Background: an optimization exercise with open tools, aiming at small area, a short achievable clock period and few clock cycles per item. Do not read the settings as production practice. RTL that was checked went through simulation tests only; none was proved equivalent to the original.

Design V_CORDIC_Unit, start of the top module:
module V_CORDIC_Unit (
    input signed [31:0]      i_data_1, 
    input signed [31:0]      i_data_2,
    input                    en,
    input                    rst,
    input                    clk,
    output signed [31:0]     o_data_1,
    output signed [31:0]     o_data_2,
    output signed [31:0]     angle,
    output                   done_flag
);
    wire [31:0] LUT;
    wire [4:0]  sel;    
    V_CORDIC veccor (
        .i_data_1(i_data_1),
        .i_data_2(i_data_2),
        .en(en),
        .rst(rst),
        .clk(clk),
        .LUT(LUT),
        .o_data_1(o_data_1),
        .o_data_2(o_data_2),
        .angle(angle),
        .done_flag(done_flag),
        .sel(sel)
    );
    LUT lut (
        .sel(sel),
        .value(LUT)
    );
endmodule
Size in the first run: ~180 flip-flops, ~160 I/O pins, about 16000 sq um of cells after synthesis.
==> flow/config.mk <==
export PLATFORM = sky130hd
export DESIGN_NAME = V_CORDIC_Unit
export DESIGN_NICKNAME = V_CORDIC_Unit
export VERILOG_FILES = /design/flow/design.v
export SDC_FILE = /design/flow/constraint.sdc
export NUM_CORES = 4
export LEC_CHECK = 0
export CAP_MARGIN = 20
export CORE_MARGIN = 2
export CORE_UTILIZATION = 65
export PLACE_DENSITY = 0.8
export SLEW_MARGIN = 20
==> flow/constraint.sdc <==
create_clock -name core_clock -period 10.0 [get_ports {clk}]
set_input_delay 2.0000 -clock core_clock [delete_from_list [all_inputs] [get_ports {clk}]]
set_output_delay 2.0000 -clock core_clock [all_outputs]
set_load 0.01 [all_outputs]
standard.sh (not shown) runs the stock make flow with config.mk's settings and CLKGATE_MAP_FILE= SYNTH_SCRIPT=/design/flow/synth_recipe.tcl, a recipe that flattens the netlist after the stock synthesis.
==> flow/flow/run.sh <==
#!/bin/bash
# Standard ORFS layout with two changes: port buffers are buf_1 cells, and
# repair_timing aims at a setup margin of 5.5 ns.
set -o pipefail
bash standard.sh 'BUFFER_PORTS_ARGS=-buffer_cell sky130_fd_sc_hd__buf_1' SETUP_SLACK_MARGIN=5.5 finish > standard.log 2>&1
The baseline finished clean.
Testbench counts at the start, summed over its fixed seeds: cycles 12,808, items 512.
Then changed:
==> flow/flow/run.sh (replaced) <==
#!/bin/bash
# Standard ORFS layout; port buffers use buf_2 instead of the default choice.
set -o pipefail
bash standard.sh 'BUFFER_PORTS_ARGS=-buffer_cell sky130_fd_sc_hd__buf_2' finish > standard.log 2>&1
--- a/flow/config.mk
+++ b/flow/config.mk
@@ -8,5 +8,5 @@
 export CAP_MARGIN = 20
 export CORE_MARGIN = 2
-export CORE_UTILIZATION = 65
-export PLACE_DENSITY = 0.8
+export CORE_UTILIZATION = 40
+export SETUP_SLACK_MARGIN = 5
 export SLEW_MARGIN = 20
The new run passed the timing, DRC and antenna checks; wire length increases by about 4%; clock skew is about the same; setup slack gets worse by 0.34 ns; cell area went down by 0.51%; via count went down by about 5.3%; die area grows by 61%.

Another version of the RTL of V_CORDIC_Unit (not shown whole).
Size in the first run: roughly 200 flip-flops, roughly 160 I/O pins.
export LEC_CHECK = 0
export CAP_MARGIN = 20
export CORE_MARGIN = 2
export CORE_UTILIZATION = 55
export PLACE_DENSITY = 0.7
export SLEW_MARGIN = 20
create_clock -name core_clock -period 10.0 [get_ports {clk}]
==> flow/flow/run.sh <==
#!/bin/bash
# Standard ORFS layout with two changes: port buffers are buf_1 cells, and
# repair_timing aims at a setup margin of 5.5 ns.
set -o pipefail
bash standard.sh 'BUFFER_PORTS_ARGS=-buffer_cell sky130_fd_sc_hd__buf_1' SETUP_SLACK_MARGIN=5.5 finish > standard.log 2>&1
The first run finished with timing, DRC and antenna clean.
Rerun with:
- CORE_UTILIZATION: 55 -> 65
- PLACE_DENSITY: 0.7 -> 0.8
The new run passed the timing, DRC and antenna checks.
Setup slack improves by 0.045 ns.
Die area fell by 15%.
No run of this note included a check of the RTL's function; only the layout flow was run.

quartz:
Another version of the RTL of V_CORDIC_Unit (not shown whole).
Size: roughly 190 flip-flops, roughly 16000 µm² of cells after synthesis.
export LEC_CHECK = 0
export CAP_MARGIN = 20
export CORE_MARGIN = 2
export CORE_UTILIZATION = 65
export CTS_BUF_LIST = sky130_fd_sc_hd__clkbuf_4 sky130_fd_sc_hd__clkbuf_8
export CTS_CLUSTER_SIZE = 30
export PLACE_DENSITY = 0.8
export SLEW_MARGIN = 20
create_clock -name core_clock -period 10.0 [get_ports {clk}]
Scripts as last shown in full above: flow/flow/run.sh
Testbench counts of quartz, summed over its fixed seeds: cycles 12,808, items 512.
The inputs of sierra differ from those of quartz as listed below.
==> flow/flow/run.sh <==
#!/bin/bash
# Standard ORFS layout with two changes: port buffers are buf_1 cells, and
# repair_timing aims at a setup margin of 5.9 ns.
set -o pipefail
bash standard.sh 'BUFFER_PORTS_ARGS=-buffer_cell sky130_fd_sc_hd__buf_1' SETUP_SLACK_MARGIN=5.9 finish > standard.log 2>&1
Changes observed in sierra relative to quartz: overall track demand over capacity in global routing decreased by 0.80 points relative to the old numbers.

[re-timing with driven ports]
In the flow no input, the clock included, has a driving cell. The finished layouts below were timed again as built, in two steps. Step 1: set_driving_cell puts a clkbuf_16 on clk and a buf_2 on each other input, an assumption about the parent block. Step 2, shift: input delay + t, output delay - t, t = (earliest + latest rising clock arrival at the registers) / 2. This alone moves slack from input paths to output paths. Slacks: ideal ports / drivers / drivers and shift; pairs: ideal ports / drivers.
run | shift t [ns] | setup WS [ns] | worst hold slack (ns) | worst setup path at the end | worst slew at a driven data input, ns
the first run of note 1 | 0.486 | 5.511 / 5.511 / 5.511 | 0.464 / 0.464 / 0.464 | register to register | 0.07
the second run of note 1 | 0.554 | 5.174 / 5.174 / 5.174 | 0.486 / 0.486 / 0.486 | register to register | 0.10
the first run of note 2 | 0.519 | 5.573 / 5.573 / 5.573 | 0.464 / 0.464 / 0.464 | register to register | 0.06
the second run of note 2 | 0.494 | 5.618 / 5.618 / 5.618 | 0.460 / 0.460 / 0.460 | register to register | 0.04
quartz | 0.529 | 5.739 / 5.739 / 5.739 | 0.461 / 0.461 / 0.461 | register to register | 0.05
sierra | 0.532 | 5.974 / 5.974 / 5.974 | 0.430 / 0.430 / 0.430 | register to register | 0.05
After both steps every run listed still meets setup and hold.
